From an optimization exercise on the open Yosys and OpenROAD flow, aimed at small area and a short achievable clock period; shortcuts taken in it are not production practice. At most, simulation tests tie the RTL to the original design; equivalence was not proved. Only the layout flow was run in run 4; the RTL was not checked for function there.

### flow/run.sh
#!/bin/bash
# The standard layout (standard.sh) with changes to how it is made:
#  - clock tree synthesis with its own options (below), without dummy loads;
#  - port buffers of the smallest buffer cell (every port still gets one);
#  - extra make settings: SYNTH_ARGS=-noabc
# Each tool's full output is in the ORFS logs under orfs/logs; make's own
# output is in standard.log.
bash standard.sh \
  "CTS_ARGS=-sink_clustering_enable -repair_clock_nets -buf_list sky130_fd_sc_hd__clkbuf_8 -dont_use_dummy_load" \
  "BUFFER_PORTS_ARGS=-buffer_cell sky130_fd_sc_hd__buf_1" \
  SYNTH_ARGS=-noabc \
  finish > standard.log 2>&1
### constraint.sdc
create_clock -name core_clock -period 7.0 [get_ports {clk}]
set_input_delay 1.4000 -clock core_clock [delete_from_list [all_inputs] [get_ports {clk}]]
set_output_delay 1.4000 -clock core_clock [all_outputs]
set_load 0.01 [all_outputs]
### design.v
module sigma_delta_dac_3rdorder(
  input clk,
  input reset_n,
  input [15:0] d,
  output reg q
);
reg  [21:0] ao;
reg  [23:0] lr;
reg  [22:0] fr;
reg         nf23;
wire        s = ~nf23;
wire [23:0] l = lr ^ 24'd0;
wire [22:0] f = fr ^ 23'h7fe000;
wire [21:0] a_in = { {5{nf23}}, d[15], ~d[15], d[14:0] };
wire [21:0] a_sum_p = ao ^ a_in;
wire [21:0] a_sum_g0 = ao & a_in;
wire a_sum_G1 = a_sum_g0[1] | (a_sum_p[1] & a_sum_g0[0]);
wire a_sum_G2 = a_sum_g0[3] | (a_sum_p[3] & a_sum_g0[2]);
wire a_sum_P2 = a_sum_p[3] & a_sum_p[2];
wire a_sum_G3 = a_sum_g0[5] | (a_sum_p[5] & a_sum_g0[4]);
wire a_sum_P3 = a_sum_p[5] & a_sum_p[4];
wire a_sum_G4 = a_sum_g0[7] | (a_sum_p[7] & a_sum_g0[6]);
wire a_sum_P4 = a_sum_p[7] & a_sum_p[6];
wire a_sum_G5 = a_sum_g0[9] | (a_sum_p[9] & a_sum_g0[8]);
wire a_sum_P5 = a_sum_p[9] & a_sum_p[8];
wire a_sum_G6 = a_sum_g0[11] | (a_sum_p[11] & a_sum_g0[10]);
wire a_sum_P6 = a_sum_p[11] & a_sum_p[10];
wire a_sum_G7 = a_sum_g0[13] | (a_sum_p[13] & a_sum_g0[12]);
wire a_sum_P7 = a_sum_p[13] & a_sum_p[12];
wire a_sum_G8 = a_sum_g0[15] | (a_sum_p[15] & a_sum_g0[14]);
wire a_sum_P8 = a_sum_p[15] & a_sum_p[14];
wire a_sum_G9 = a_sum_g0[17] | (a_sum_p[17] & a_sum_g0[16]);
wire a_sum_P9 = a_sum_p[17] & a_sum_p[16];
wire a_sum_G10 = a_sum_g0[19] | (a_sum_p[19] & a_sum_g0[18]);
wire a_sum_P10 = a_sum_p[19] & a_sum_p[18];
wire a_sum_G11 = a_sum_g0[21] | (a_sum_p[21] & a_sum_g0[20]);
wire a_sum_P11 = a_sum_p[21] & a_sum_p[20];
wire a_sum_G12 = a_sum_g0[2] | (a_sum_p[2] & a_sum_G1);
wire a_sum_G13 = a_sum_G2 | (a_sum_P2 & a_sum_G1);
wire a_sum_G14 = a_sum_g0[6] | (a_sum_p[6] & a_sum_G3);
wire a_sum_P14 = a_sum_p[6] & a_sum_P3;
wire a_sum_G15 = a_sum_G4 | (a_sum_P4 & a_sum_G3);
wire a_sum_P15 = a_sum_P4 & a_sum_P3;
wire a_sum_G16 = a_sum_g0[10] | (a_sum_p[10] & a_sum_G5);
wire a_sum_P16 = a_sum_p[10] & a_sum_P5;
wire a_sum_G17 = a_sum_G6 | (a_sum_P6 & a_sum_G5);
wire a_sum_P17 = a_sum_P6 & a_sum_P5;
wire a_sum_G18 = a_sum_g0[14] | (a_sum_p[14] & a_sum_G7);
wire a_sum_P18 = a_sum_p[14] & a_sum_P7;
wire a_sum_G19 = a_sum_G8 | (a_sum_P8 & a_sum_G7);
wire a_sum_P19 = a_sum_P8 & a_sum_P7;
wire a_sum_G20 = a_sum_g0[18] | (a_sum_p[18] & a_sum_G9);
wire a_sum_P20 = a_sum_p[18] & a_sum_P9;
wire a_sum_G21 = a_sum_G10 | (a_sum_P10 & a_sum_G9);
wire a_sum_P21 = a_sum_P10 & a_sum_P9;
wire a_sum_G22 = a_sum_g0[4] | (a_sum_p[4] & a_sum_G13);
wire a_sum_G23 = a_sum_G3 | (a_sum_P3 & a_sum_G13);
wire a_sum_G24 = a_sum_G14 | (a_sum_P14 & a_sum_G13);
wire a_sum_G25 = a_sum_G15 | (a_sum_P15 & a_sum_G13);
wire a_sum_G26 = a_sum_g0[12] | (a_sum_p[12] & a_sum_G17);
wire a_sum_P26 = a_sum_p[12] & a_sum_P17;
wire a_sum_G27 = a_sum_G7 | (a_sum_P7 & a_sum_G17);
wire a_sum_P27 = a_sum_P7 & a_sum_P17;
wire a_sum_G28 = a_sum_G18 | (a_sum_P18 & a_sum_G17);
wire a_sum_P28 = a_sum_P18 & a_sum_P17;
wire a_sum_G29 = a_sum_G19 | (a_sum_P19 & a_sum_G17);
wire a_sum_P29 = a_sum_P19 & a_sum_P17;
wire a_sum_G30 = a_sum_g0[20] | (a_sum_p[20] & a_sum_G21);
wire a_sum_P30 = a_sum_p[20] & a_sum_P21;
wire a_sum_G31 = a_sum_G11 | (a_sum_P11 & a_sum_G21);
wire a_sum_P31 = a_sum_P11 & a_sum_P21;
wire a_sum_G32 = a_sum_g0[8] | (a_sum_p[8] & a_sum_G25);
wire a_sum_G33 = a_sum_G5 | (a_sum_P5 & a_sum_G25);
wire a_sum_G34 = a_sum_G16 | (a_sum_P16 & a_sum_G25);
wire a_sum_G35 = a_sum_G17 | (a_sum_P17 & a_sum_G25);
wire a_sum_G36 = a_sum_G26 | (a_sum_P26 & a_sum_G25);
wire a_sum_G37 = a_sum_G27 | (a_sum_P27 & a_sum_G25);
wire a_sum_G38 = a_sum_G28 | (a_sum_P28 & a_sum_G25);
wire a_sum_G39 = a_sum_G29 | (a_sum_P29 & a_sum_G25);
wire a_sum_G40 = a_sum_g0[16] | (a_sum_p[16] & a_sum_G39);
wire a_sum_G41 = a_sum_G9 | (a_sum_P9 & a_sum_G39);
wire a_sum_G42 = a_sum_G20 | (a_sum_P20 & a_sum_G39);
wire a_sum_G43 = a_sum_G21 | (a_sum_P21 & a_sum_G39);
wire a_sum_G44 = a_sum_G30 | (a_sum_P30 & a_sum_G39);
wire a_sum_G45 = a_sum_G31 | (a_sum_P31 & a_sum_G39);
wire [22:0] a_sum;
assign a_sum[0] = a_sum_p[0];
assign a_sum[1] = a_sum_p[1] ^ a_sum_g0[0];
assign a_sum[2] = a_sum_p[2] ^ a_sum_G1;
assign a_sum[3] = a_sum_p[3] ^ a_sum_G12;
assign a_sum[4] = a_sum_p[4] ^ a_sum_G13;
assign a_sum[5] = a_sum_p[5] ^ a_sum_G22;
assign a_sum[6] = a_sum_p[6] ^ a_sum_G23;
assign a_sum[7] = a_sum_p[7] ^ a_sum_G24;
assign a_sum[8] = a_sum_p[8] ^ a_sum_G25;
assign a_sum[9] = a_sum_p[9] ^ a_sum_G32;
assign a_sum[10] = a_sum_p[10] ^ a_sum_G33;
assign a_sum[11] = a_sum_p[11] ^ a_sum_G34;
assign a_sum[12] = a_sum_p[12] ^ a_sum_G35;
assign a_sum[13] = a_sum_p[13] ^ a_sum_G36;
assign a_sum[14] = a_sum_p[14] ^ a_sum_G37;
assign a_sum[15] = a_sum_p[15] ^ a_sum_G38;
assign a_sum[16] = a_sum_p[16] ^ a_sum_G39;
assign a_sum[17] = a_sum_p[17] ^ a_sum_G40;
assign a_sum[18] = a_sum_p[18] ^ a_sum_G41;
assign a_sum[19] = a_sum_p[19] ^ a_sum_G42;
assign a_sum[20] = a_sum_p[20] ^ a_sum_G43;
assign a_sum[21] = a_sum_p[21] ^ a_sum_G44;
assign a_sum[22] = a_sum_G45;
wire [23:0] o2 = { 2'b00, ao };
wire [23:0] o3 = { 2'b11, s, nf23, nf23, s, {8{nf23}}, ~f[22:13] };
wire [23:0] x  = l ^ o2 ^ o3;
wire [23:0] y  = { (l[22:0] & o2[22:0]) | (l[22:0] & o3[22:0]) | (o2[22:0] & o3[22:0]), 1'b1 };
wire [23:0] l_sum_p = x ^ y;
wire [23:0] l_sum_g0 = x & y;
wire l_sum_G1 = l_sum_g0[1] | (l_sum_p[1] & l_sum_g0[0]);
wire l_sum_G2 = l_sum_g0[3] | (l_sum_p[3] & l_sum_g0[2]);
wire l_sum_P2 = l_sum_p[3] & l_sum_p[2];
wire l_sum_G3 = l_sum_g0[5] | (l_sum_p[5] & l_sum_g0[4]);
wire l_sum_P3 = l_sum_p[5] & l_sum_p[4];
wire l_sum_G4 = l_sum_g0[7] | (l_sum_p[7] & l_sum_g0[6]);
wire l_sum_P4 = l_sum_p[7] & l_sum_p[6];
wire l_sum_G5 = l_sum_g0[9] | (l_sum_p[9] & l_sum_g0[8]);
wire l_sum_P5 = l_sum_p[9] & l_sum_p[8];
wire l_sum_G6 = l_sum_g0[11] | (l_sum_p[11] & l_sum_g0[10]);
wire l_sum_P6 = l_sum_p[11] & l_sum_p[10];
wire l_sum_G7 = l_sum_g0[13] | (l_sum_p[13] & l_sum_g0[12]);
wire l_sum_P7 = l_sum_p[13] & l_sum_p[12];
wire l_sum_G8 = l_sum_g0[15] | (l_sum_p[15] & l_sum_g0[14]);
wire l_sum_P8 = l_sum_p[15] & l_sum_p[14];
wire l_sum_G9 = l_sum_g0[17] | (l_sum_p[17] & l_sum_g0[16]);
wire l_sum_P9 = l_sum_p[17] & l_sum_p[16];
wire l_sum_G10 = l_sum_g0[19] | (l_sum_p[19] & l_sum_g0[18]);
wire l_sum_P10 = l_sum_p[19] & l_sum_p[18];
wire l_sum_G11 = l_sum_g0[21] | (l_sum_p[21] & l_sum_g0[20]);
wire l_sum_P11 = l_sum_p[21] & l_sum_p[20];
wire l_sum_G12 = l_sum_g0[23] | (l_sum_p[23] & l_sum_g0[22]);
wire l_sum_P12 = l_sum_p[23] & l_sum_p[22];
wire l_sum_G13 = l_sum_g0[2] | (l_sum_p[2] & l_sum_G1);
wire l_sum_G14 = l_sum_G2 | (l_sum_P2 & l_sum_G1);
wire l_sum_G15 = l_sum_g0[6] | (l_sum_p[6] & l_sum_G3);
wire l_sum_P15 = l_sum_p[6] & l_sum_P3;
wire l_sum_G16 = l_sum_G4 | (l_sum_P4 & l_sum_G3);
wire l_sum_P16 = l_sum_P4 & l_sum_P3;
wire l_sum_G17 = l_sum_g0[10] | (l_sum_p[10] & l_sum_G5);
wire l_sum_P17 = l_sum_p[10] & l_sum_P5;
wire l_sum_G18 = l_sum_G6 | (l_sum_P6 & l_sum_G5);
wire l_sum_P18 = l_sum_P6 & l_sum_P5;
wire l_sum_G19 = l_sum_g0[14] | (l_sum_p[14] & l_sum_G7);
wire l_sum_P19 = l_sum_p[14] & l_sum_P7;
wire l_sum_G20 = l_sum_G8 | (l_sum_P8 & l_sum_G7);
wire l_sum_P20 = l_sum_P8 & l_sum_P7;
wire l_sum_G21 = l_sum_g0[18] | (l_sum_p[18] & l_sum_G9);
wire l_sum_P21 = l_sum_p[18] & l_sum_P9;
wire l_sum_G22 = l_sum_G10 | (l_sum_P10 & l_sum_G9);
wire l_sum_P22 = l_sum_P10 & l_sum_P9;
wire l_sum_G23 = l_sum_g0[22] | (l_sum_p[22] & l_sum_G11);
wire l_sum_P23 = l_sum_p[22] & l_sum_P11;
wire l_sum_G24 = l_sum_G12 | (l_sum_P12 & l_sum_G11);
wire l_sum_P24 = l_sum_P12 & l_sum_P11;
wire l_sum_G25 = l_sum_g0[4] | (l_sum_p[4] & l_sum_G14);
wire l_sum_G26 = l_sum_G3 | (l_sum_P3 & l_sum_G14);
wire l_sum_G27 = l_sum_G15 | (l_sum_P15 & l_sum_G14);
wire l_sum_G28 = l_sum_G16 | (l_sum_P16 & l_sum_G14);
wire l_sum_G29 = l_sum_g0[12] | (l_sum_p[12] & l_sum_G18);
wire l_sum_P29 = l_sum_p[12] & l_sum_P18;
wire l_sum_G30 = l_sum_G7 | (l_sum_P7 & l_sum_G18);
wire l_sum_P30 = l_sum_P7 & l_sum_P18;
wire l_sum_G31 = l_sum_G19 | (l_sum_P19 & l_sum_G18);
wire l_sum_P31 = l_sum_P19 & l_sum_P18;
wire l_sum_G32 = l_sum_G20 | (l_sum_P20 & l_sum_G18);
wire l_sum_P32 = l_sum_P20 & l_sum_P18;
wire l_sum_G33 = l_sum_g0[20] | (l_sum_p[20] & l_sum_G22);
wire l_sum_P33 = l_sum_p[20] & l_sum_P22;
wire l_sum_G34 = l_sum_G11 | (l_sum_P11 & l_sum_G22);
wire l_sum_P34 = l_sum_P11 & l_sum_P22;
wire l_sum_G35 = l_sum_G23 | (l_sum_P23 & l_sum_G22);
wire l_sum_P35 = l_sum_P23 & l_sum_P22;
wire l_sum_G36 = l_sum_G24 | (l_sum_P24 & l_sum_G22);
wire l_sum_P36 = l_sum_P24 & l_sum_P22;
wire l_sum_G37 = l_sum_g0[8] | (l_sum_p[8] & l_sum_G28);
wire l_sum_G38 = l_sum_G5 | (l_sum_P5 & l_sum_G28);
wire l_sum_G39 = l_sum_G17 | (l_sum_P17 & l_sum_G28);
wire l_sum_G40 = l_sum_G18 | (l_sum_P18 & l_sum_G28);
wire l_sum_G41 = l_sum_G29 | (l_sum_P29 & l_sum_G28);
wire l_sum_G42 = l_sum_G30 | (l_sum_P30 & l_sum_G28);
wire l_sum_G43 = l_sum_G31 | (l_sum_P31 & l_sum_G28);
wire l_sum_G44 = l_sum_G32 | (l_sum_P32 & l_sum_G28);
wire l_sum_G45 = l_sum_g0[16] | (l_sum_p[16] & l_sum_G44);
wire l_sum_G46 = l_sum_G9 | (l_sum_P9 & l_sum_G44);
wire l_sum_G47 = l_sum_G21 | (l_sum_P21 & l_sum_G44);
wire l_sum_G48 = l_sum_G22 | (l_sum_P22 & l_sum_G44);
wire l_sum_G49 = l_sum_G33 | (l_sum_P33 & l_sum_G44);
wire l_sum_G50 = l_sum_G34 | (l_sum_P34 & l_sum_G44);
wire l_sum_G51 = l_sum_G35 | (l_sum_P35 & l_sum_G44);
wire l_sum_G52 = l_sum_G36 | (l_sum_P36 & l_sum_G44);
wire [24:0] l_sum;
assign l_sum[0] = l_sum_p[0];
assign l_sum[1] = l_sum_p[1] ^ l_sum_g0[0];
assign l_sum[2] = l_sum_p[2] ^ l_sum_G1;
assign l_sum[3] = l_sum_p[3] ^ l_sum_G13;
assign l_sum[4] = l_sum_p[4] ^ l_sum_G14;
assign l_sum[5] = l_sum_p[5] ^ l_sum_G25;
assign l_sum[6] = l_sum_p[6] ^ l_sum_G26;
assign l_sum[7] = l_sum_p[7] ^ l_sum_G27;
assign l_sum[8] = l_sum_p[8] ^ l_sum_G28;
assign l_sum[9] = l_sum_p[9] ^ l_sum_G37;
assign l_sum[10] = l_sum_p[10] ^ l_sum_G38;
assign l_sum[11] = l_sum_p[11] ^ l_sum_G39;
assign l_sum[12] = l_sum_p[12] ^ l_sum_G40;
assign l_sum[13] = l_sum_p[13] ^ l_sum_G41;
assign l_sum[14] = l_sum_p[14] ^ l_sum_G42;
assign l_sum[15] = l_sum_p[15] ^ l_sum_G43;
assign l_sum[16] = l_sum_p[16] ^ l_sum_G44;
assign l_sum[17] = l_sum_p[17] ^ l_sum_G45;
assign l_sum[18] = l_sum_p[18] ^ l_sum_G46;
assign l_sum[19] = l_sum_p[19] ^ l_sum_G47;
assign l_sum[20] = l_sum_p[20] ^ l_sum_G48;
assign l_sum[21] = l_sum_p[21] ^ l_sum_G49;
assign l_sum[22] = l_sum_p[22] ^ l_sum_G50;
assign l_sum[23] = l_sum_p[23] ^ l_sum_G51;
assign l_sum[24] = l_sum_G52;
wire [4:0]  fh = { s, f[22:19] } + { nf23, nf23, nf23, nf23, 1'b1 };
wire [23:0] fc = { fh, f[18:0] };
wire [23:0] xs = { 1'b0, x[23:1] };
wire [23:0] ys = { 1'b0, y[23:1] };
wire [23:0] s1 = fc ^ xs ^ ys;
wire [23:0] c1 = (fc & xs) | (fc & ys) | (xs & ys);
wire [23:0] c1s = { c1[22:0], x[0] };
wire [23:0] t_p = s1 ^ c1s;
wire [23:0] t_g0 = s1 & c1s;
wire t_G1 = t_g0[1] | (t_p[1] & t_g0[0]);
wire t_G2 = t_g0[3] | (t_p[3] & t_g0[2]);
wire t_P2 = t_p[3] & t_p[2];
wire t_G3 = t_g0[5] | (t_p[5] & t_g0[4]);
wire t_P3 = t_p[5] & t_p[4];
wire t_G4 = t_g0[7] | (t_p[7] & t_g0[6]);
wire t_P4 = t_p[7] & t_p[6];
wire t_G5 = t_g0[9] | (t_p[9] & t_g0[8]);
wire t_P5 = t_p[9] & t_p[8];
wire t_G6 = t_g0[11] | (t_p[11] & t_g0[10]);
wire t_P6 = t_p[11] & t_p[10];
wire t_G7 = t_g0[13] | (t_p[13] & t_g0[12]);
wire t_P7 = t_p[13] & t_p[12];
wire t_G8 = t_g0[15] | (t_p[15] & t_g0[14]);
wire t_P8 = t_p[15] & t_p[14];
wire t_G9 = t_g0[17] | (t_p[17] & t_g0[16]);
wire t_P9 = t_p[17] & t_p[16];
wire t_G10 = t_g0[19] | (t_p[19] & t_g0[18]);
wire t_P10 = t_p[19] & t_p[18];
wire t_G11 = t_g0[21] | (t_p[21] & t_g0[20]);
wire t_P11 = t_p[21] & t_p[20];
wire t_G12 = t_g0[23] | (t_p[23] & t_g0[22]);
wire t_P12 = t_p[23] & t_p[22];
wire t_G13 = t_g0[2] | (t_p[2] & t_G1);
wire t_G14 = t_G2 | (t_P2 & t_G1);
wire t_G15 = t_g0[6] | (t_p[6] & t_G3);
wire t_P15 = t_p[6] & t_P3;
wire t_G16 = t_G4 | (t_P4 & t_G3);
wire t_P16 = t_P4 & t_P3;
wire t_G17 = t_g0[10] | (t_p[10] & t_G5);
wire t_P17 = t_p[10] & t_P5;
wire t_G18 = t_G6 | (t_P6 & t_G5);
wire t_P18 = t_P6 & t_P5;
wire t_G19 = t_g0[14] | (t_p[14] & t_G7);
wire t_P19 = t_p[14] & t_P7;
wire t_G20 = t_G8 | (t_P8 & t_G7);
wire t_P20 = t_P8 & t_P7;
wire t_G21 = t_g0[18] | (t_p[18] & t_G9);
wire t_P21 = t_p[18] & t_P9;
wire t_G22 = t_G10 | (t_P10 & t_G9);
wire t_P22 = t_P10 & t_P9;
wire t_G23 = t_g0[22] | (t_p[22] & t_G11);
wire t_P23 = t_p[22] & t_P11;
wire t_G24 = t_G12 | (t_P12 & t_G11);
wire t_P24 = t_P12 & t_P11;
wire t_G25 = t_g0[4] | (t_p[4] & t_G14);
wire t_G26 = t_G3 | (t_P3 & t_G14);
wire t_G27 = t_G15 | (t_P15 & t_G14);
wire t_G28 = t_G16 | (t_P16 & t_G14);
wire t_G29 = t_g0[12] | (t_p[12] & t_G18);
wire t_P29 = t_p[12] & t_P18;
wire t_G30 = t_G7 | (t_P7 & t_G18);
wire t_P30 = t_P7 & t_P18;
wire t_G31 = t_G19 | (t_P19 & t_G18);
wire t_P31 = t_P19 & t_P18;
wire t_G32 = t_G20 | (t_P20 & t_G18);
wire t_P32 = t_P20 & t_P18;
wire t_G33 = t_g0[20] | (t_p[20] & t_G22);
wire t_P33 = t_p[20] & t_P22;
wire t_G34 = t_G11 | (t_P11 & t_G22);
wire t_P34 = t_P11 & t_P22;
wire t_G35 = t_G23 | (t_P23 & t_G22);
wire t_P35 = t_P23 & t_P22;
wire t_G36 = t_G24 | (t_P24 & t_G22);
wire t_P36 = t_P24 & t_P22;
wire t_G37 = t_g0[8] | (t_p[8] & t_G28);
wire t_G38 = t_G5 | (t_P5 & t_G28);
wire t_G39 = t_G17 | (t_P17 & t_G28);
wire t_G40 = t_G18 | (t_P18 & t_G28);
wire t_G41 = t_G29 | (t_P29 & t_G28);
wire t_G42 = t_G30 | (t_P30 & t_G28);
wire t_G43 = t_G31 | (t_P31 & t_G28);
wire t_G44 = t_G32 | (t_P32 & t_G28);
wire t_G45 = t_g0[16] | (t_p[16] & t_G44);
wire t_G46 = t_G9 | (t_P9 & t_G44);
wire t_G47 = t_G21 | (t_P21 & t_G44);
wire t_G48 = t_G22 | (t_P22 & t_G44);
wire t_G49 = t_G33 | (t_P33 & t_G44);
wire t_G50 = t_G34 | (t_P34 & t_G44);
wire t_G51 = t_G35 | (t_P35 & t_G44);
wire t_G52 = t_G36 | (t_P36 & t_G44);
wire [24:0] t;
assign t[0] = t_p[0];
assign t[1] = t_p[1] ^ t_g0[0];
assign t[2] = t_p[2] ^ t_G1;
assign t[3] = t_p[3] ^ t_G13;
assign t[4] = t_p[4] ^ t_G14;
assign t[5] = t_p[5] ^ t_G25;
assign t[6] = t_p[6] ^ t_G26;
assign t[7] = t_p[7] ^ t_G27;
assign t[8] = t_p[8] ^ t_G28;
assign t[9] = t_p[9] ^ t_G37;
assign t[10] = t_p[10] ^ t_G38;
assign t[11] = t_p[11] ^ t_G39;
assign t[12] = t_p[12] ^ t_G40;
assign t[13] = t_p[13] ^ t_G41;
assign t[14] = t_p[14] ^ t_G42;
assign t[15] = t_p[15] ^ t_G43;
assign t[16] = t_p[16] ^ t_G44;
assign t[17] = t_p[17] ^ t_G45;
assign t[18] = t_p[18] ^ t_G46;
assign t[19] = t_p[19] ^ t_G47;
assign t[20] = t_p[20] ^ t_G48;
assign t[21] = t_p[21] ^ t_G49;
assign t[22] = t_p[22] ^ t_G50;
assign t[23] = t_p[23] ^ t_G51;
assign t[24] = t_G52;
always @(negedge reset_n or posedge clk)
  if (!reset_n) begin
    ao   <= 22'h200000;
    lr   <= 24'd0;
    fr   <= 23'h7fe000;
    nf23 <= 1'b1;
    q    <= 1'b0;
  end else begin
    ao   <= a_sum[21:0];
    lr   <= l_sum[23:0] ^ 24'd0;
    fr   <= t[22:0] ^ 23'h7fe000;
    nf23 <= ~(t[23] ^ l_sum[23] ^ l_sum[24]);
    q    <= nf23;
  end
endmodule
### standard.sh
#!/bin/bash
# synth_recipe.tcl (not shown) runs the flow's synth.tcl, then flattens the netlist and writes it again
# the make line also repeats each setting of config.mk as NAME=value (left out here)
make -C /OpenROAD-flow-scripts/flow DESIGN_CONFIG=/design/flow/config.mk WORK_HOME=/design/flow/orfs CLKGATE_MAP_FILE= SYNTH_SCRIPT=/design/flow/synth_recipe.tcl "${@:-finish}"
### config.mk
export PLATFORM = sky130hd
export DESIGN_NAME = sigma_delta_dac_3rdorder
export DESIGN_NICKNAME = sigma_delta_dac_3rdorder
export VERILOG_FILES = /design/flow/design.v
export SDC_FILE = /design/flow/constraint.sdc
export NUM_CORES = 4
export LEC_CHECK = 0
export CAP_MARGIN = 20
export CORE_MARGIN = 2
export CORE_UTILIZATION = 40
export SETUP_SLACK_MARGIN = 3.3
export SLEW_MARGIN = 20
==> flow_summary.toml, run 1 <==
[setup_path]
path_cells = "buf_4, fa_1, fa_1, ha_4, a21o_1, a21oi_2, nor2b_1, o41a_1, o211ai_1, nand2_1, buf_6, a221o_1"
path_delay_family = "compound AO/OA/AOI/OAI gates"
path_common_cell = "fa_1"
ff2ff_path_depth = 12
start_kind = "flip-flop"
critPathMaxFanout = 8
crit_path_top_delay_cell = "dfstp_4"
end_kind = "flip-flop"
cp_num_buf_inv = 2
crit_required_ps = 7280
worstReg2RegStart = "nf23"
crit_arrival_ps = 3930
r2r_end = "fr[22]"
crit_type = "flip-flop to flip-flop"
r2r_setup_slack_ps = 3350
slowest_delay_ps = 690

[sta]
rsz0062_at_grt = "true"
slew_viol_final = 0
slew_headroom_pct = 37.46
skew_ps = 17.38
fin_crit_sh_pct = 52.11
worst_hold_slack_ps = 535.6
period_needed_ps = 3648
fin_setup_tns_ps = 0
hold_viol_final = 0
worstMarginPinSlew_ps = 938.1
setup_viol = 0
clock.fmax_mhz = 274.1

[clock_network]
cts_sinks = 71
numCtsBuffers = 9
cts_buffer_depth = 2
clkTransAtPathRegs_ps = 70
cts_tree = "done"
clock_latency_ps = 370
htree_levels = 3
clock-root-buffer = "clkbuf_8"
ctsHoldBuffers = 0

[synthesis]
avgSynthCellArea_sq_um = 11.54
netlist_area_sq_mm = 0.005645
ys_warn_count = 1
synth_top_area_cell = "dfrtp_1"
seq_area_frac_synth_pct = 31.74
netlist_top_cells_area = "dfrtp_1 (26%), fa_1 (22%), ha_1 (15%)"
ys.flop_type = "dfrtp_1"
postSynthNetCount = 637
ys_types = 53
netlist.area_leader.share_pct = 26.15
syn_inst = 489
ys_ff_latch = 71
async_flop_share_pct = 100.0
synth-edff-count = 0

[min_path]
min_path_cells = 1
min_path_type = "flip-flop to flip-flop"
holdPathEnd = "ao[0]"
worstHoldStart = "ao[0]"

[floorplan]
die_area_sq_mm = 0.01508
rows = 43
io_pins = 19
design.core.area_sq_mm = 0.01383
start_util_pct = 40.83
die-width_microns = 122.8
die_height_microns = 122.8

[route]
drt-initial-drc-count = 119
wl_met3_microns = 287
wl_per_cell_microns = 15.92
ant_nets = 0
vias = 3609
wl_met1_mm = 5.154
dr_wl_met2_mm = 5.673
top_layer_used = "met4"
wirelength_mm = 11.30
first_pass_iters = 4
drc = 0
via_per_inst = 5.083

[final_layout]
multi_input_area_sq_mm = 0.003785
seq_area_sq_mm = 0.001795
diodes = 0
layout-drive-gt1-share_pct = 15.09
syn_to_final_growth_pct = 11.81
fill_cells = 1269
finalNetCount = 680

[global_routing]
grt_max_degree = 72
grt_antenna_before_repair = 0
track_usage_pct = 16.90
grt_pass1_vias = 3935
overflow = 0
grt_pass1_wl_mm = 19.20

[status]
status = "no timing/DRC/antenna violations"

[placement]
portBuffers = 18
place_congestion = 0.7509
hpwl_mm = 8.900

[flow_run]
drv_cap = 0
[per-stage QoR]
| stage | cells | cell area [sq um] | setup slack [ps] | utilization, % |
|---|---|---|---|---|
| after floorplan | 489 | 5645 | 3328 | - |
| after global placement | 687 | 5942 | 2961 | 42.97 |
| after detailed placement | 687 | 5942 | 2896 | 42.97 |
| after CTS | 700 | 6123 | 3273 | 44.29 |
| after global routing | 710 | 6312 | 3200 | 45.65 |
| final | 710 | 6312 | 3352 | 45.65 |
[cell usage after synthesis, drive strengths merged, types with 2 or more instances]
master	number
and3	7
a21o	14
a21boi	3
nor2b	6
or2	4
dfrtp	59
a211oi	6
fa	61
a211o	2
and2	3
nor4	3
o31ai	2
o21ai	15
o21a	9
nor3	7
a21oi	25
a31oi	3
or3	2
ha	69
nand3	10
nand4	2
o311ai	2
xor2	24
nand2b	4
inv	53
o211ai	6
a221oi	2
xnor2	21
o21bai	6
dfstp	12
nor2	22
nand2	15
[registers in the layout, indices dropped and copies added (netlist names)]
signal and cells:
fr 23, nf23 1, lr 24, ao 22, q 1
[final cells by class]
cell class	count	area share [%]
multi-input cells	365	59.96
repair buffers	32	2.914
clock buffers	9	1.962
flip-flops and latches	71	28.44
inverters	53	3.152
well taps	180	3.568
[kinds of logic after synthesis]
group / count (synthesis) / synth area share [%]
buffers and inverters: 53 / 3.524
AO/OA/AOI/OAI: 100 / 12.30
flip-flops: 71 / 31.74
XOR/XNOR: 45 / 6.981
adder cells (fa/ha/maj): 130 / 36.92
AND/OR/NAND/NOR: 90 / 8.533
[routing by layer]
metal / track usage [%] / up-vias
met2: 28.21 / 32
met5: 0 / -
met1: 21.53 / 1799
met4: 5.963 / 0
li1: - / 1765
met3: 3.857 / 13
[worst max-delay path by stage]
stage | from | to | slack (ps) | cells past startpoint
finish | nf23 | fr[22] | 3350 | 12
global route | nf23 | nf23 | 3200 | 13
CTS | fr[14] | fr[17] | 3270 | 11
detailed placement | d[0] | ao[21] | 2900 | 11
global placement | d[0] | ao[15] | 2960 | 10
floorplan | nf23 | fr[17] | 3330 | 10
[cells in the final DEF, fill, tap and decap left out, types with 2 or more instances in the layout]
cell	n
nand2b_1	4
a211oi_2	4
o211ai_1	4
o21ai_0	10
fa_2	5
buf_6	2
inv_1	48
o31ai_1	2
xnor2_1	20
o211ai_2	2
and3_1	6
or2_2	4
dfstp_2	11
nor4_1	2
nor2b_1	6
ha_2	2
nand2_1	15
a21oi_1	22
nor2_1	22
a211o_1	2
inv_2	5
a21oi_2	3
ha_4	3
a211oi_1	2
nor3_1	7
nand4_1	2
o21ai_1	3
o21a_1	9
and2_1	3
xor2_1	24
ha_1	64
o21ai_2	2
a21o_1	14
nand3_1	9
buf_1	17
o21bai_1	6
clkbuf_8	9
dfrtp_1	59
buf_4	13
fa_1	56
[repair_timing]
item / CTS / global route
pin swaps: 1 / 16
resized for setup: 7 / 29
setup buffers: 4 / 10
endpoints found under the setup margin: 12 / 13
==> inputs of run 2 (changes only) <==
==> flow/run.sh (replaced) <==
#!/bin/bash
# The standard layout (standard.sh) with changes to how it is made:
#  - clock tree synthesis with its own options (below), without dummy loads;
#  - port buffers of the smallest buffer cell (every port still gets one);
#  - extra make settings: 
# Each tool's full output is in the ORFS logs under orfs/logs; make's own
# output is in standard.log.
bash standard.sh \
  "CTS_ARGS=-sink_clustering_enable -repair_clock_nets -buf_list sky130_fd_sc_hd__clkbuf_8 -dont_use_dummy_load" \
  "BUFFER_PORTS_ARGS=-buffer_cell sky130_fd_sc_hd__buf_1" \
   \
  finish > standard.log 2>&1
--- a/config.mk
+++ b/config.mk
@@ -8,5 +8,5 @@
 export CAP_MARGIN = 20
 export CORE_MARGIN = 2
 export CORE_UTILIZATION = 40
-export SETUP_SLACK_MARGIN = 3.3
+export SETUP_SLACK_MARGIN = 3.9
 export SLEW_MARGIN = 20
==> flow_summary.toml, run 2 <==
[status]
status = "no timing/DRC/antenna violations"

[final_layout]
syn_to_final_growth_pct = 18.31
top_register = "lr"
multi_input_area_sq_mm = 0.003815
layout-drive-gt1-share_pct = 22.12
layout_common_cells = "inv_1 (73), ha_1 (64), dfrtp_1 (59), fa_1 (51)"
largest_register_ffs = 24
finalNetCount = 706
seq_area_sq_mm = 0.001795
largestRegisters = "lr x24, fr x23, ao x22"
diodes = 0
layout_commonest_cell = "inv_1"
fill_cells = 1282

[setup_path]
crit_path_top_delay_cell = "dfstp_2"
crit_required_ps = 7300
start_kind = "flip-flop"
crit_arrival_ps = 3750
crit_type = "flip-flop to flip-flop"
path_cells = "fa_1, fa_1, ha_2, fa_2, a211oi_4, nor3_2, o21ai_2, buf_4, a21boi_1, o21a_1, buf_4, nor2_2, xor2_1"
slowest_delay_ps = 540
ff2ff_path_depth = 13
critPathMaxFanout = 3
end_kind = "flip-flop"

[clock_network]
numCtsBuffers = 9
ctsHoldBuffers = 0
cts_buffer_depth = 2
cts_sinks = 71
cts_tree = "done"
clkTransAtPathRegs_ps = 70
clock_latency_ps = 370
clock-root-buffer = "clkbuf_8"
htree_levels = 3

[sta]
worstMarginPinSlew_ps = 926.7
slew_headroom_pct = 38.22
rsz0062_at_grt = "true"
fin_crit_sh_pct = 49.37
post-route-worst-setup-slack_ps = 3544
skew_ps = 11.75
hold_viol_final = 0
period_needed_ps = 3456
fin_setup_tns_ps = 0
slew_viol_final = 0
clock.fmax_mhz = 289.4
setup_viol = 0

[synthesis]
ys_warn_count = 1
synth-edff-count = 0
netlist_area_sq_mm = 0.005575
netlist_top_cells_area = "dfrtp_1 (26%), fa_1 (22%), ha_1 (15%)"
synth_top_area_cell = "dfrtp_1"
ys.flop_type = "dfrtp_1"
async_flop_share_pct = 100.0
postSynthNetCount = 646
synthTopCellsByCount = "inv_1 (75), ha_1 (69), fa_1 (61), dfrtp_1 (59), a21oi_1 (37)"
avgSynthCellArea_sq_um = 11.20
ys_types = 39
syn_inst = 498
yosysMostFrequentCell = "inv_1"
seq_area_frac_synth_pct = 32.14
netlist.area_leader.share_pct = 26.48
ys_ff_latch = 71

[floorplan]
design.core.area_sq_mm = 0.01377
die_area_sq_mm = 0.01490
start_util_pct = 40.48
die_height_microns = 122.1
die-width_microns = 122.1
rows = 43
io_pins = 19

[route]
wl_per_cell_microns = 14.64
ant_nets = 0
drc = 0
first_pass_iters = 6
via_per_inst = 4.912
vias = 3615
wirelength_mm = 10.78
drt-initial-drc-count = 124

[placement]
hpwl_mm = 8.168
portBuffers = 18
place_congestion = 0.8097
place_ws_ps = 3311

[global_routing]
grt_antenna_before_repair = 0
overflow = 0
grt_max_degree = 72
grt_pass1_wl_mm = 18.97
track_usage_pct = 16.56
grt_pass1_vias = 3957

[flow_run]
drv_cap = 0

[min_path]
min_path_cells = 1
min_path_type = "flip-flop to flip-flop"
## run 2: cells by family after synthesis
kind of cell	count (synthesis)	share of synthesized area, %
multiplexers	1	0.1795
XOR/XNOR	52	8.169
adder cells (fa/ha/maj)	130	37.39
AO/OA/AOI/OAI	95	10.93
flip-flops	71	32.14
buffers and inverters	75	5.049
AND/OR/NAND/NOR	74	6.149
## run 2: critical path: cells and delay by family (launching register included)
kind / cells / cell delay, ps
xor+xnor: 1 / 160
buf+inv: 2 / 270
simple gates: 2 / 160
compound gates: 4 / 790
flops: 1 / 540
fa+ha+maj: 4 / 1470
## run 2: metal layers
| metal | track usage, % | wire length (microns) |
|---|---|---|
| met3 | 2.341 | 222 |
| met4 | 7.112 | 216 |
| met2 | 26.71 | 5281 |
| met5 | 0 | 0 |
| met1 | 22.39 | 5055 |
## run 2: cell type report
| cell class | count | area share (%) |
|---|---|---|
| repair buffers | 49 | 5.387 |
| flip-flops and latches | 71 | 27.22 |
| clock buffers | 9 | 1.878 |
| inverters | 75 | 4.268 |
| well taps | 180 | 3.414 |
| multi-input cells | 352 | 57.83 |
## run 2: final timing paths
check                         from  endpoint  slack, ps
hold reg to reg              ao[0]     ao[0]        580
setup / recovery            fr[14]    fr[14]       3540
setup reg to reg            fr[14]    fr[14]       3540
hold / removal               ao[0]     ao[0]        580
max in group asynchronous  reset_n    ao[12]       5230
min in group asynchronous  reset_n     lr[9]       1180
## run 2: repair_timing
item                       CTS  global route
setup endpoints to repair   27            40
resized for setup           31            39
buffers inserted            18            13
pin swaps                   32            37
## run 2: stage by stage
stage,area [sq um],utilization [%],hold WS [ps],cells
2_1_floorplan,5683,-,545.8,498
3_5_place_dp,5979,43.41,566.1,696
3_3_place_gp,5979,43.41,563.4,696
5_1_grt,6596,47.89,619.1,736
6_report,6596,47.89,583.7,736
4_1_cts,6346,46.08,581.7,723
==> inputs of run 3 (changes only) <==
--- a/config.mk
+++ b/config.mk
@@ -8,5 +8,5 @@
 export CAP_MARGIN = 20
 export CORE_MARGIN = 2
 export CORE_UTILIZATION = 40
-export SETUP_SLACK_MARGIN = 3.9
+export SETUP_SLACK_MARGIN = 3.6
 export SLEW_MARGIN = 20
==> flow_summary.toml, run 3 <==
[final_layout]
top_register = "lr"
largestRegisters = "lr x24, fr x23, ao x22"
layout_commonest_cell = "inv_1"
largest_register_ffs = 24
layout_common_cells = "inv_1 (75), ha_1 (67), dfrtp_1 (59), fa_1 (56), a21oi_1 (32)"
syn_to_final_growth_pct = 11.36
final_util_pct = 45.08
layout-drive-gt1-share_pct = 12.69
finalNetCount = 686
diodes = 0

[setup_path]
critPathMaxFanout = 3
cp_num_buf_inv = 1
path_delay_family = "adder cells"
end_kind = "flip-flop"
slowest_delay_ps = 550
crit_required_ps = 7250
crit_arrival_ps = 3690
crit_type = "flip-flop to flip-flop"
path_common_cell = "fa_2"
crit_path_top_delay_cell = "dfstp_2"
path_cells = "fa_2, fa_1, ha_2, fa_2, a211oi_4, buf_4, o21ai_2, and2_4, nand2_2, nand2_2, fa_2, xor2_1"
start_kind = "flip-flop"

[synthesis]
synth_top_area_cell = "dfrtp_1"
seq_area_frac_synth_pct = 32.14
syn_inst = 498
synthTopCellsByCount = "inv_1 (75), ha_1 (69), fa_1 (61), dfrtp_1 (59), a21oi_1 (37)"
ys.flop_type = "dfrtp_1"
netlist_top_cells_area = "dfrtp_1 (26%), fa_1 (22%), ha_1 (15%)"
postSynthNetCount = 646
netlist_area_sq_mm = 0.005575
yosysMostFrequentCell = "inv_1"
ys_warn_count = 1
ys_ff_latch = 71
ys_types = 39
synth-edff-count = 0
avgSynthCellArea_sq_um = 11.20
async_flop_share_pct = 100.0
netlist.area_leader.share_pct = 26.48

[clock_network]
clock_latency_ps = 360
htree_levels = 3
cts_sinks = 71
clkTransAtPathRegs_ps = 70
cts_buffer_depth = 2
ctsHoldBuffers = 0
clock-root-buffer = "clkbuf_8"
cts_tree = "done"
numCtsBuffers = 9

[global_routing]
grt_antenna_before_repair = 0
grt_max_degree = 72
grt_pass1_wl_mm = 18.39
grt_pass1_vias = 3822
track_usage_pct = 16.28
overflow = 0

[sta]
worstMarginPinSlew_ps = 939.5
slew_headroom_pct = 37.37
period_needed_ps = 3437
fin_setup_tns_ps = 0
fin_crit_sh_pct = 49.10
setup_viol = 0
clock.fmax_mhz = 291.0
rsz0062_at_grt = "true"
skew_ps = 7.383
hold_viol_final = 0
slew_viol_final = 0

[route]
dr_wl_met2_mm = 5.207
via_per_inst = 4.925
top_layer_used = "met4"
wl_per_cell_microns = 15.03
wirelength_mm = 10.76
drc = 0
vias = 3526
drt-initial-drc-count = 118
first_pass_iters = 4
wl_met3_microns = 209
wl_met1_mm = 5.111
ant_nets = 0

[floorplan]
start_util_pct = 40.48
die_height_microns = 122.1
die-width_microns = 122.1
rows = 43
die_area_sq_mm = 0.01490
design.core.area_sq_mm = 0.01377
io_pins = 19

[placement]
hpwl_mm = 8.296
place_congestion = 0.7970
portBuffers = 18

[min_path]
min_path_type = "flip-flop to flip-flop"

[flow_run]
drv_cap = 0

[status]
status = "no timing/DRC/antenna violations"
## run 3: worst paths after layout
check / startpoint / to / slack, ps / cells after the start
max: fr[14] / fr[9] / 3560 / 12
min: ao[0] / ao[0] / 560 / 1
max reg2reg: fr[14] / fr[9] / 3560 / 12
min reg2reg: ao[0] / ao[0] / 560 / 1
max in group asynchronous: reset_n / lr[0] / 5210 / 1
min in group asynchronous: reset_n / fr[6] / 1180 / 1
## run 3: cell families after synthesis
| family | count (synthesis) | synth area share, % |
|---|---|---|
| and+or+nand+nor | 74 | 6.149 |
| DFF | 71 | 32.14 |
| AOI/OAI and AO/OA | 95 | 10.93 |
| muxes | 1 | 0.1795 |
| adders and majority gates | 130 | 37.39 |
| buffers and inverters | 75 | 5.049 |
| xor gates and xnor gates | 52 | 8.169 |
## run 3: layer usage
metal  vias to the layer above  global-route usage, %
met5                         -                      0
met4                         0                  7.615
met3                        15                  1.873
met2                        30                  26.12
met1                      1758                  22.16
li1                       1723                      -
## run 3: area by class of cell
type / instances / area (sq um)
clock buffers: 9 / 123.9
fillers: 1315 / 7565
inverters: 75 / 281.5
multi-input cells: 352 / 3621
flip-flops and latches: 71 / 1795
well taps: 180 / 225.2
repair buffers: 29 / 161.4
## run 3: repair_timing
| action | CTS | global route |
|---|---|---|
| endpoints found under the setup margin | 17 | 26 |
| hold endpoints to repair | 0 | 0 |
| buffers inserted | 10 | 1 |
| resized for setup | 19 | 17 |
| pin swaps | 19 | 6 |
## run 3: stage by stage
stage	hold WS [ps]	instance area (sq um)	instances	worst slack [ps]
detailed placement	568.3	5886	696	3195
floorplan	506.5	5589	498	3603
finish	564.7	6208	716	3563
global placement	549.4	5886	696	3289
global route	601.1	6208	716	3403
CTS	587.6	6152	715	3514
==> inputs of run 4 (changes only) <==
--- a/design.v
+++ b/design.v
@@ -336,7 +336,7 @@
 assign t[22] = t_p[22] ^ t_G50;
 assign t[23] = t_p[23] ^ t_G51;
 assign t[24] = t_G52;
-always @(negedge reset_n or posedge clk)
+always @(posedge clk)
   if (!reset_n) begin
     ao   <= 22'h200000;
     lr   <= 24'd0;
==> flow_summary.toml, run 4 <==
[status]
status = "no timing/DRC/antenna violations"

[floorplan]
rows = 42
start_util_pct = 41.19
die_area_sq_mm = 0.01470
die-width_microns = 121.2
io_pins = 19
design.core.area_sq_mm = 0.01335
die_height_microns = 121.2

[setup_path]
end_kind = "flip-flop"
crit_path_top_delay_cell = "fa_1"
crit_required_ps = 7240
crit_arrival_ps = 3680
path_cells = "fa_1, fa_1, ha_2, fa_2, a211oi_4, o211a_1, o21ai_0, a21oi_1, inv_1, a21oi_1, xnor2_1, nand2_1"
critPathMaxFanout = 3
slowest_delay_ps = 580
crit_type = "flip-flop to flip-flop"
start_kind = "flip-flop"

[synthesis]
synth_top_area_cell = "dfxtp_1"
postSynthNetCount = 706
netlist_area_sq_mm = 0.005498
syn_inst = 558
netlist_top_cells_area = "dfxtp_1 (26%), fa_1 (22%), ha_1 (16%)"
async_flop_share_pct = 0
ys_ff_latch = 71
synth-edff-count = 0
ys_warn_count = 1
synthTopCellsByCount = "dfxtp_1 (71), ha_1 (69), inv_1 (66), fa_1 (61), nor2_1 (49)"
avgSynthCellArea_sq_um = 9.853
yosysMostFrequentCell = "dfxtp_1"
ys.flop_type = "dfxtp_1"
ys_types = 47
netlist.area_leader.share_pct = 25.85
seq_area_frac_synth_pct = 25.85

[clock_network]
htree_levels = 3
cts_sinks = 71
cts_buffer_depth = 2
clkTransAtPathRegs_ps = 70
cts_tree = "done"
clock_latency_ps = 370
clock-root-buffer = "clkbuf_8"
numCtsBuffers = 9

[final_layout]
final_area_sq_mm = 0.006309
largest_register_ffs = 24
largestRegisters = "lr x24, fr x23, ao x22"
syn_to_final_growth_pct = 14.75
final_util_pct = 47.26
layout_common_cells = "inv_1 (65), ha_1 (65), dfxtp_1 (65), fa_1 (52), nor2_1 (49)"
top_register = "lr"
finalNetCount = 755
fin_cells = 781
layout-drive-gt1-share_pct = 14.05
diodes = 0

[sta]
post-route-worst-setup-slack_ps = 3564
clock.fmax_mhz = 291.0
slew_headroom_pct = 38.03
skew_ps = 16.43
setup_viol = 0
fin_crit_sh_pct = 49.09
slew_viol_final = 0
period_needed_ps = 3436
fin_setup_tns_ps = 0
hold_viol_final = 0
worstMarginPinSlew_ps = 928.2
rsz0062_at_grt = "true"

[route]
wirelength_mm = 11.46
ant_nets = 0
drt-initial-drc-count = 168
first_pass_iters = 4
wl_per_cell_microns = 14.68
via_per_inst = 4.987
vias = 3895
drc = 0

[placement]
hpwl_mm = 8.516
dp_cells = 746
portBuffers = 18
place_congestion = 0.8196
place_ws_ps = 3047
post_dp_cell_area_sq_mm = 0.005777

[global_routing]
track_usage_pct = 17.34
grt_max_degree = 47
overflow = 0
grt_antenna_before_repair = 0
grt_pass1_wl_mm = 19.83
grt_pass1_vias = 4071

[flow_run]
drv_cap = 0

[min_path]
min_path_type = "flip-flop to flip-flop"
[run 4: cell types whose count changed in the layout (fill, tap and decap cells not counted), sizes merged, moves of 11 or more]
cell / before / now
dfstp: 12 / 0
buf: 29 / 45
nor2: 22 / 49
and2: 3 / 17
nor3: 5 / 16
xor2: 27 / 15
dfxtp: 0 / 71
dfrtp: 59 / 0
[run 4: through the flow]
stage                     hold slack (ps)
after global routing                682.5
after floorplan                     586.1
final                               632.9
after global placement              616.6
after detailed placement            632.6
after CTS                           650.8
[run 4: path summary, 6_finish.rpt]
check,start,endpoint,slack (ps),cells past startpoint
hold / removal,ao[0],ao[0],630,2
setup / recovery,lr[1],fr[14],3560,12
setup reg to reg,lr[1],fr[14],3560,12
hold reg to reg,ao[0],ao[0],630,2
[run 4: cell type report]
class / instances / area, sq um
Clock buffer: 9 / 123.9
Fill cell: 1270 / 7039
Inverter: 67 / 251.5
Multi-Input combinational cell: 413 / 4005
Sequential cell: 71 / 1434
Tap cell: 176 / 220.2
Timing Repair Buffer: 45 / 274.0
[run 4: logic make-up (layout without fill, tap and decap cells)]
| kind of cell | count (synthesis) | after routing | synth area share [%] |
|---|---|---|---|
| AND/OR/NAND/NOR | 138 | 138 | 12.02 |
| adder cells (fa/ha/maj) | 130 | 130 | 37.92 |
| AO/OA/AOI/OAI | 99 | 99 | 11.81 |
| buffers and inverters | 74 | 121 | 5.052 |
| flip-flops | 71 | 71 | 25.85 |
| XOR/XNOR | 45 | 45 | 7.169 |
| multiplexers | 1 | 1 | 0.1821 |
[run 4: per-layer routing]
layer | up-vias | track usage, % | part of all wire, % | wire (microns)
met1 | 1874 | 24.55 | 50 | 5677
met2 | 46 | 26.26 | 45 | 5171
li1 | 1957 | - | - | -
met4 | 0 | 7.759 | 2.7 | 312
met5 | - | 0 | 0 | 0
met3 | 18 | 2.585 | 2.6 | 302
[run 4: critical path, delay by kind of cell (launching register included)]
family / cells / cell delay (ps)
buf+inv: 1 / 60
compound gates: 5 / 1150
fa+ha+maj: 4 / 1570
simple gates: 1 / 60
xor+xnor: 1 / 150
flops: 1 / 330
[run 4: repair_timing]
action / in CTS / in global routing
resized for setup: 25 / 29
buffers inserted: 12 / 14
hold buffers: 0 / 0
endpoints found under the setup margin: 21 / 23
pin swaps: 15 / 28
==> inputs of run 5 (changes only) <==
--- a/design.v
+++ b/design.v
@@ -336,7 +336,7 @@
 assign t[22] = t_p[22] ^ t_G50;
 assign t[23] = t_p[23] ^ t_G51;
 assign t[24] = t_G52;
-always @(posedge clk)
+always @(negedge reset_n or posedge clk)
   if (!reset_n) begin
     ao   <= 22'h200000;
     lr   <= 24'd0;
--- a/config.mk
+++ b/config.mk
@@ -7,6 +7,6 @@
 export LEC_CHECK = 0
 export CAP_MARGIN = 20
 export CORE_MARGIN = 2
-export CORE_UTILIZATION = 40
+export CORE_UTILIZATION = 75
 export SETUP_SLACK_MARGIN = 3.6
 export SLEW_MARGIN = 20
==> flow_summary.toml, run 5 <==
[sta]
skew_ps = 10.52
clock.fmax_mhz = 286.3
hold_viol_final = 0
slew_headroom_pct = 34.37
fin_setup_tns_ps = 0
rsz0062_at_grt = "true"
period_needed_ps = 3492
slew_viol_final = 0
worstMarginPinSlew_ps = 984.5
fin_crit_sh_pct = 49.89
setup_viol = 0
post-route-worst-setup-slack_ps = 3508
worst_hold_slack_ps = 619.3

[floorplan]
design.core.area_sq_mm = 0.007214
rows = 31
start_util_pct = 77.28
die_area_sq_mm = 0.008140
die-width_microns = 90.22
die_height_microns = 90.22
io_pins = 19

[setup_path]
crit_required_ps = 7290
start_kind = "flip-flop"
crit_arrival_ps = 3780
crit_path_top_delay_cell = "dfstp_2"
crit_type = "flip-flop to flip-flop"
path_common_cell = "fa_2"
end_kind = "flip-flop"
cp_num_buf_inv = 1
critPathMaxFanout = 3
path_delay_family = "adder cells"
slowest_delay_ps = 540
path_cells = "fa_2, fa_1, ha_2, fa_2, a211oi_2, nor3_2, o21ai_2, buf_4, a21boi_4, o21a_1, o21ai_1, nand2b_1, xnor2_1"

[synthesis]
async_flop_share_pct = 100.0
ys_warn_count = 1
netlist_top_cells_area = "dfrtp_1 (26%), fa_1 (22%), ha_1 (15%)"
ys_ff_latch = 71
seq_area_frac_synth_pct = 32.14
synth_top_area_cell = "dfrtp_1"
postSynthNetCount = 646
ys_types = 39
netlist.area_leader.share_pct = 26.48
yosysMostFrequentCell = "inv_1"
synthTopCellsByCount = "inv_1 (75), ha_1 (69), fa_1 (61), dfrtp_1 (59), a21oi_1 (37)"
ys.flop_type = "dfrtp_1"
netlist_area_sq_mm = 0.005575
synth-edff-count = 0
avgSynthCellArea_sq_um = 11.20
syn_inst = 498

[flow_run]
drv_cap = 0

[route]
wl_per_cell_microns = 18.26
drt-initial-drc-count = 137
drc = 0
vias = 3699
ant_nets = 0
first_pass_iters = 4
via_per_inst = 5.825
wirelength_mm = 11.59

[global_routing]
track_usage_pct = 30.90
grt_max_degree = 72
grt_pass1_wl_mm = 19.29
overflow = 0
grt_antenna_before_repair = 0
grt_pass1_vias = 4109

[min_path]
min_path_type = "flip-flop to flip-flop"

[placement]
place_ws_ps = 3236
hpwl_mm = 8.526
portBuffers = 18
place_congestion = 0.8643
post_dp_cell_area_sq_mm = 0.005784

[clock_network]
htree_levels = 3
cts_tree = "done"
cts_sinks = 71
cts_buffer_depth = 2
clock_latency_ps = 360
clock-root-buffer = "clkbuf_8"
numCtsBuffers = 9
clkTransAtPathRegs_ps = 70
ctsHoldBuffers = 0

[final_layout]
fill_cells = 389
layout-drive-gt1-share_pct = 13.25
layout_commonest_cell = "inv_1"
largest_register_ffs = 24
top_register = "lr"
layout_common_cells = "inv_1 (75), ha_1 (63), dfrtp_1 (59), fa_1 (55), a21oi_1 (33)"
syn_to_final_growth_pct = 10.61
diodes = 0
final_area_sq_mm = 0.006167
largestRegisters = "lr x24, fr x23, ao x22"
finalNetCount = 686

[status]
status = "no timing/DRC/antenna violations"
-- run 5: cell types whose count changed after synthesis, sizes merged, moves of 6 or more --
cell	change
and2	-14
dfrtp	+59
dfstp	+12
dfxtp	-71
inv	+8
nor2	-27
nor3	-11
o21a	-6
xor2	+12
-- run 5: area by class of cell --
type                            count  area [sq um]  share of cell area (%)
Tap cell                           99         123.9                   2.009
Clock buffer                        9         123.9                   2.009
Timing Repair Buffer               29         166.4                   2.698
Inverter                           75         281.5                   4.565
Sequential cell                    71          1795                   29.11
Multi-Input combinational cell    352          3676                   59.61
-- run 5: kinds of logic (layout without fill, tap and decap cells) --
kind of cell	after synthesis	in the layout	share of synthesized area [%]
fa+ha+maj	130	130	37.39
compound gates	95	95	10.93
buf+inv	75	113	5.049
simple gates	74	74	6.149
flops	71	71	32.14
xor+xnor	52	52	8.169
mux	1	1	0.1795
-- run 5: worst reg2reg max path: cells and delay by family (launching register included) --
family / cells / cell delay (ps)
AO/OA/AOI/OAI: 5 / 840
AND/OR/NAND/NOR: 2 / 180
adder cells (fa/ha/maj): 4 / 1530
flip-flops: 1 / 540
XOR/XNOR: 1 / 170
buffers and inverters: 1 / 160
-- run 5: timing repair --
| item | in CTS | in global routing |
|---|---|---|
| setup endpoints to repair | 15 | 24 |
| pin swaps | 22 | 17 |
| buffers inserted | 9 | 2 |
| gates resized for setup | 19 | 19 |
-- run 5: metal layers --
| layer | GRT usage (%) | part of all wire (%) |
|---|---|---|
| met3 | 5.868 | 4.0 |
| met2 | 50.19 | 50 |
| met1 | 41.15 | 42 |
| met5 | 0 | 0 |
| met4 | 13.46 | 3.1 |
-- run 5: worst paths after layout --
kind                       slack (ps)     end  cells past startpoint  startpoint
setup / recovery                 3510  fr[15]                     13      fr[14]
hold / removal                    620   ao[0]                      1       ao[0]
setup reg to reg                 3510  fr[15]                     13      fr[14]
hold reg to reg                   620   ao[0]                      1       ao[0]
max in group asynchronous        5150   fr[9]                      1     reset_n
min in group asynchronous        1220   ao[7]                      1     reset_n
-- run 5: per-stage QoR --
stage / utilization (%) / cells
floorplan: - / 498
global placement: 80.18 / 615
detailed placement: 80.18 / 615
CTS: 83.99 / 633
global route: 85.48 / 635
finish: 85.48 / 635
==> inputs of run 6 (changes only) <==
--- a/config.mk
+++ b/config.mk
@@ -7,6 +7,6 @@
 export LEC_CHECK = 0
 export CAP_MARGIN = 20
 export CORE_MARGIN = 2
-export CORE_UTILIZATION = 75
+export CORE_UTILIZATION = 60
 export SETUP_SLACK_MARGIN = 3.6
 export SLEW_MARGIN = 20
==> flow_summary.toml, run 6 <==
[status]
status = "no timing/DRC/antenna violations"

[final_layout]
diodes = 0
layout_commonest_cell = "inv_1"
top_register = "lr"
syn_to_final_growth_pct = 9.852
layout_common_cells = "inv_1 (75), ha_1 (66), dfrtp_1 (59), fa_1 (58), a21oi_1 (32)"
fin_cells = 643
largest_register_ffs = 24
finalNetCount = 682
largestRegisters = "lr x24, fr x23, ao x22"
layout-drive-gt1-share_pct = 11.84

[route]
wl_per_cell_microns = 16.47
drt-initial-drc-count = 94
via_per_inst = 5.476
ant_nets = 0
vias = 3521
first_pass_iters = 4
drc = 0
wirelength_mm = 10.59

[floorplan]
io_pins = 19
start_util_pct = 61.21
die_height_microns = 100.4
rows = 35
die-width_microns = 100.4
design.core.area_sq_mm = 0.009109
die_area_sq_mm = 0.01008

[sta]
clock.fmax_mhz = 293.4
skew_ps = 13.38
period_needed_ps = 3409
fin_crit_sh_pct = 48.70
rsz0062_at_grt = "true"
worstMarginPinSlew_ps = 904.8
setup_viol = 0
fin_setup_tns_ps = 0
slew_headroom_pct = 39.68
slew_viol_final = 0
hold_viol_final = 0

[placement]
portBuffers = 18
dp_cells = 627
place_congestion = 0.8354
hpwl_mm = 8.369

[synthesis]
netlist_top_cells_area = "dfrtp_1 (26%), fa_1 (22%), ha_1 (15%)"
ys_warn_count = 1
netlist_area_sq_mm = 0.005575
yosysMostFrequentCell = "inv_1"
netlist.area_leader.share_pct = 26.48
synthTopCellsByCount = "inv_1 (75), ha_1 (69), fa_1 (61), dfrtp_1 (59), a21oi_1 (37)"
synth_top_area_cell = "dfrtp_1"
async_flop_share_pct = 100.0
ys_types = 39
synth-edff-count = 0
seq_area_frac_synth_pct = 32.14
syn_inst = 498
ys_ff_latch = 71
postSynthNetCount = 646
avgSynthCellArea_sq_um = 11.20
ys.flop_type = "dfrtp_1"

[clock_network]
cts_tree = "done"
htree_levels = 3
clock-root-buffer = "clkbuf_8"
numCtsBuffers = 9
clkTransAtPathRegs_ps = 80
cts_buffer_depth = 2
cts_sinks = 71
clock_latency_ps = 350

[setup_path]
end_kind = "flip-flop"
crit_required_ps = 7270
ff2ff_path_depth = 10
r2r_setup_slack_ps = 3590
crit_arrival_ps = 3680
worstReg2RegStart = "nf23"
r2r_end = "fr[17]"
critPathMaxFanout = 4
crit_type = "flip-flop to flip-flop"
start_kind = "flip-flop"

[global_routing]
grt_pass1_vias = 3754
track_usage_pct = 23.65
grt_antenna_before_repair = 0
overflow = 0
grt_max_degree = 72
grt_pass1_wl_mm = 17.98

[min_path]
min_path_type = "flip-flop to flip-flop"
min_path_cells = 1
holdPathEnd = "ao[0]"
worstHoldStart = "ao[0]"

[flow_run]
drv_cap = 0
==> run 6: cell counts after synthesis <==
Identical to the previous run, type by type.
==> run 6: cell families (layout without fill, tap and decap cells) <==
group                    after synthesis  after routing  synth area share (%)
buffers and inverters                 75            109                 5.049
AO/OA/AOI/OAI                         95             95                 10.93
AND/OR/NAND/NOR                       74             74                 6.149
XOR/XNOR                              52             52                 8.169
multiplexers                           1              1                0.1795
flip-flops                            71             71                 32.14
adder cells (fa/ha/maj)              130            130                 37.39
==> run 6: layout make-up <==
type                    count  area [sq um]
clock buffers               9         123.9
inverters                  75         281.5
fillers                   738          2984
flip-flops and latches     71          1795
repair buffers             25         136.4
multi-input cells         352          3649
well taps                 111         138.9
==> run 6: worst max-delay path, stage by stage (launching register included) <==
cell and delay (ps):
dfstp_4 680, fa_1 460, fa_1 490, ha_4 310
nand4_1 140, o22ai_1 220, o21ai_2 130, a21oi_4 220
nor2_4 70, fa_1 440, xor2_1 150
==> run 6: per-stage QoR <==
step / utilization (%) / setup slack, ps / hold slack (ps) / instance area [sq um]
after global placement: 63.67 / 3273 / 540.3 / 5799
final: 67.24 / 3591 / 549.0 / 6125
after detailed placement: 63.67 / 3170 / 541.7 / 5799
after floorplan: - / 3603 / 506.5 / 5589
after global routing: 67.24 / 3453 / 584.7 / 6125
after CTS: 66.48 / 3586 / 562.1 / 6056
==> run 6: worst max-delay path by stage <==
stage	start	endpoint	slack, ps	cells past startpoint
2_1_floorplan	nf23	nf23	3600	10
3_3_place_gp	nf23	nf23	3270	10
3_5_place_dp	nf23	nf23	3170	10
4_1_cts	nf23	nf23	3590	12
5_1_grt	fr[19]	nf23	3450	10
6_report	nf23	fr[17]	3590	10
==> run 6: repair_timing <==
action / in CTS / in global routing
resized for setup: 23 / 13
hold buffers: 0 / 0
setup buffers: 6 / 1
pin swaps: 13 / 9
endpoints found under the hold margin: 0 / 0
cloned: 0 / 0
setup endpoints to repair: 15 / 18
==> run 6: layer usage <==
| metal | track usage, % | wire [microns] | vias up |
|---|---|---|---|
| met3 | 5.153 | 306 | 15 |
| met4 | 7.060 | 233 | 0 |
| met1 | 33.92 | 5108 | 1752 |
| met2 | 36.50 | 4938 | 49 |
| met5 | 0 | 0 | - |
| li1 | - | - | 1705 |

[afterwards: timing with drivers on the ports]
The flow's constraints put no driver on any port. The routed layouts listed below were extracted and timed again, unchanged, in two steps.
Step 1 (the two cells are an assumption about what drives the block):
set clk [get_ports {clk}]
set_driving_cell -lib_cell sky130_fd_sc_hd__clkbuf_16 $clk
set_driving_cell -lib_cell sky130_fd_sc_hd__buf_2 [delete_from_list [all_inputs] $clk]
Step 2, shift: input delay + t, output delay - t, t = (earliest + latest rising clock arrival at the registers) / 2. This alone moves slack from input paths to output paths.
Three values: ideal ports, drivers, drivers and shift; two values: the first two.
| run | t (ns) | slack for setup (ns) | worst setup path at the end |
|---|---|---|---|
| run 1 | 0.392 | 3.352 / 3.352 / 3.154 | input to register |
| run 2 | 0.397 | 3.544 / 3.544 / 3.521 | input to register |
| run 3 | 0.394 | 3.563 / 3.563 / 3.438 | input to register |
| run 4 | 0.390 | 3.564 / 3.564 / 3.278 | input to register |
| run 5 | 0.385 | 3.508 / 3.508 / 3.424 | input to register |
| run 6 | 0.376 | 3.591 / 3.591 / 3.356 | input to register |
After both steps setup and hold are still met in every run listed. For run 4, which loses most, drivers alone change the setup slack by 0.000 ns; drivers and shift together by -0.286 ns.
